From an optimization exercise on the open Yosys and OpenROAD flow, aimed at small area, a short achievable clock period and few clock cycles; shortcuts taken in it are not production practice. The RTL was checked by simulation tests, not by an equivalence proof against the original design.

==> flow/design.v <==
module div (
    input wire clk,
    input wire rst_n,
    input wire [32-1:0] dividend_i,
    input wire [32-1:0] divisor_i,
    input wire                       start_i,
    input wire                       ctrl_ready_i,
    input wire [                3:0] op_i,
    output wire [32-1:0] result_o,
    output reg                        busy_o,
    output reg                        valid_o
);
    localparam [1:0] S_IDLE = 2'd0, S_PREP = 2'd1, S_ITER = 2'd2, S_FIN = 2'd3;
    reg  [1:0] state;
    reg [31:0] r;       
    reg [31:0] x;       
    reg [31:0] q;       
    reg  [4:0] cnt;
    reg  [4:0] pa, pb;  
    reg        sa, sb;  
    reg        is_rem;   
    function automatic [4:0] msb32(input [31:0] v);
        reg [7:0] nz;
        reg [1:0] p [0:7];
        reg [2:0] g;
        integer i;
        begin
            for (i = 0; i < 8; i = i + 1) begin
                nz[i]   = |v[4*i+:4];
                p[i][1] = v[4*i+3] | v[4*i+2];
                p[i][0] = v[4*i+3] | (~v[4*i+2] & v[4*i+1]);
            end
            g[2] = |nz[7:4];
            g[1] = g[2] ? (nz[7] | nz[6]) : (nz[3] | nz[2]);
            g[0] = g[2] ? (nz[7] | (~nz[6] & nz[5])) : (nz[3] | (~nz[2] & nz[1]));
            msb32 = {g, p[g]};
        end
    endfunction
    wire        sgn_i = op_i[0] | op_i[2];
    wire        sa_i  = sgn_i & dividend_i[31];
    wire        sb_i  = sgn_i & divisor_i[31];
    wire [31:0] a_m   = dividend_i ^ {32{sa_i}};    
    wire [31:0] b_m   = divisor_i ^ {32{sb_i}};     
    wire        cin = ~sb | (sa & (state == S_PREP));
    wire [32:0] sum;
    wire        cout = sum[32];
    add32 u_add (.a(r), .b(x), .ci(cin), .s(sum));
    wire        prep = (state == S_PREP);
    wire [31:0] inc_in = prep ? r : (is_rem ? (r ^ {32{sa}}) : ~q);
    wire        inc_c  = (prep | is_rem) ? sa : 1'b1;
    wire [31:0] inc_out;
    inc32 u_inc (.a(inc_in), .ci(inc_c), .s(inc_out));
    wire [5:0] kk = {1'b0, pa} + {5'd0, sa} - {1'b0, pb};
    wire [4:0] k  = kk[4:0];
    reg  [31:0] x_init;
    always @(*) begin
        x_init = x;
        if (k[0]) x_init = {x_init[30:0], {1{~sb}}};
        if (k[1]) x_init = {x_init[29:0], {2{~sb}}};
        if (k[2]) x_init = {x_init[27:0], {4{~sb}}};
        if (k[3]) x_init = {x_init[23:0], {8{~sb}}};
        if (k[4]) x_init = {x_init[15:0], {16{~sb}}};
    end
    wire bz = ~sb & (&x);                           
    wire lt = ~cout;
    wire early = bz | ((sa & ~sb) ? kk[5] : lt);
    assign result_o = q;
    always @(posedge clk) begin
        if (!rst_n) begin
            state   <= S_IDLE;
            busy_o  <= 1'b0;
            valid_o <= 1'b0;
        end else begin
            case (state)
                S_IDLE: begin
                    if (ctrl_ready_i) begin
                        valid_o <= 1'b0;
                        if (start_i) begin
                            state  <= S_PREP;
                            busy_o <= 1'b1;
                        end
                    end
                end
                S_PREP: begin
                    if (early) begin
                        if (sa & is_rem) begin
                            state <= S_FIN;
                        end else begin
                            state   <= S_IDLE;
                            busy_o  <= 1'b0;
                            valid_o <= 1'b1;
                        end
                    end else begin
                        state <= S_ITER;
                    end
                end
                S_ITER: begin
                    if (cnt == 5'd0) begin
                        if (is_rem | (sa ^ sb)) begin
                            state <= S_FIN;
                        end else begin
                            state   <= S_IDLE;
                            busy_o  <= 1'b0;
                            valid_o <= 1'b1;
                        end
                    end
                end
                default: begin   
                    state   <= S_IDLE;
                    busy_o  <= 1'b0;
                    valid_o <= 1'b1;
                end
            endcase
        end
    end
    always @(posedge clk) begin
        pa <= msb32(a_m);
        pb <= msb32(b_m | {31'd0, sb_i});
        case (state)
            S_IDLE:  x <= ~b_m;
            S_PREP:  x <= x_init;
            default: x <= {1'b1, x[31:1]};
        endcase
        cnt <= (state == S_PREP) ? k : cnt - 5'd1;
        case (state)
            S_IDLE: begin
                r      <= a_m;
                sa     <= sa_i;
                sb     <= sb_i;
                is_rem <= op_i[2] | op_i[3];
            end
            S_PREP: begin
                r <= inc_out;
                q <= is_rem ? inc_out : {32{bz}};
            end
            S_ITER: begin
                if (cout) r <= sum[31:0];
                q <= {q[30:0], cout};
            end
            default: begin   
                q <= inc_out;
            end
        endcase
    end
endmodule
module add32 (
    input  wire [31:0] a,
    input  wire [31:0] b,
    input  wire        ci,
    output wire [32:0] s
);
    reg [31:0] g [0:5];
    reg [31:0] p [0:5];
    integer l, i;
    always @(*) begin
        g[0] = a & b;
        p[0] = a ^ b;
        g[0][0] = g[0][0] | (p[0][0] & ci);
        for (l = 0; l < 5; l = l + 1) begin
            g[l+1] = g[l];
            p[l+1] = p[l];
            for (i = 0; i < 32; i = i + 1)
                if ((i >> l) & 1) begin
                    g[l+1][i] = g[l][i] | (p[l][i] & g[l][((i >> l) << l) - 1]);
                    p[l+1][i] = p[l][i] & p[l][((i >> l) << l) - 1];
                end
        end
    end
    assign s = {g[5][31], (a ^ b) ^ {g[5][30:0], ci}};
endmodule
module inc32 (
    input  wire [31:0] a,
    input  wire        ci,
    output wire [31:0] s
);
    reg [31:0] t [0:5];
    integer l, i;
    always @(*) begin
        t[0] = a;
        t[0][0] = a[0] & ci;
        for (l = 0; l < 5; l = l + 1) begin
            t[l+1] = t[l];
            for (i = 0; i < 32; i = i + 1)
                if ((i >> l) & 1) t[l+1][i] = t[l][i] & t[l][((i >> l) << l) - 1];
        end
    end
    assign s = a ^ {t[5][30:0], ci};
endmodule
Settings: LEC_CHECK=0, ABC_AREA=1, CAP_MARGIN=20, CORE_MARGIN=2, CORE_UTILIZATION=50, PLACE_DENSITY=0.65, SETUP_SLACK_MARGIN=4.85, SLEW_MARGIN=20; clock period 8.0 ns.
standard.sh (not shown) runs the stock make flow with config.mk's settings and CLKGATE_MAP_FILE= SYNTH_SCRIPT=/design/flow/synth_recipe.tcl, a recipe that flattens the netlist after the stock synthesis.
==> flow/flow/run.sh <==
#!/bin/bash
# The standard layout (the standard.sh, standard synthesis included),
# with the port buffers that ORFS inserts before global placement made
# from sky130_fd_sc_hd__buf_1 instead of the library's pick.
set -euo pipefail
export BUFFER_PORTS_ARGS="-buffer_cell sky130_fd_sc_hd__buf_1"
bash standard.sh > standard.log 2>&1
The starting point went through all stages and came out clean.
Testbench counts at the start, summed over its fixed seeds: cycles 63,187.
Rerun with:
Settings changed: CORE_UTILIZATION 50 to 60, PLACE_DENSITY 0.65 to 0.75, SETUP_SLACK_MARGIN 4.85 to 4.75.
What happened: Clock skew barely changes. First-iteration DRC count climbs by 11%. Routed wire length drops by 4.9%. Area after synthesis stays the same. Clock-buffer cell count went up by 2. Worst hold slack gets worse by 0.015 ns. Worst setup slack gets better by 0.021 ns. Cell area is lower by 5.1%. Sequential cell count stays the same. Maximum frequency is higher by 0.65%.

==> re-timing with driven ports <==
How much do the figures lean on ideal ports? The routed layouts below were timed once more, with nothing changed but the port constraints. Step 1 (the two cells are an assumption about what drives the block):
set clk [get_ports {clk}]
set_driving_cell -lib_cell sky130_fd_sc_hd__clkbuf_16 $clk
set_driving_cell -lib_cell sky130_fd_sc_hd__buf_2 [delete_from_list [all_inputs] $clk]
Step 2 also shifts input and output timing later by t, the mid clock arrival at the registers, as if the neighbouring blocks saw the same clock. Slacks: ideal ports / drivers / drivers and shift; pairs: ideal ports / drivers.
| run | t (ns) | setup slack, ns | worst setup path after step 2 | pins driven straight from the clock port |
|---|---|---|---|---|
| the first run | 0.479 | 4.786 / 4.786 / 4.415 | input to register | 1 |
| the second run | 0.478 | 4.807 / 4.810 / 4.363 | input to register | 1 |
After both steps every run listed still meets setup and hold. For the second run, which loses most, drivers alone change the setup slack by +0.003 ns; drivers and shift together by -0.444 ns.
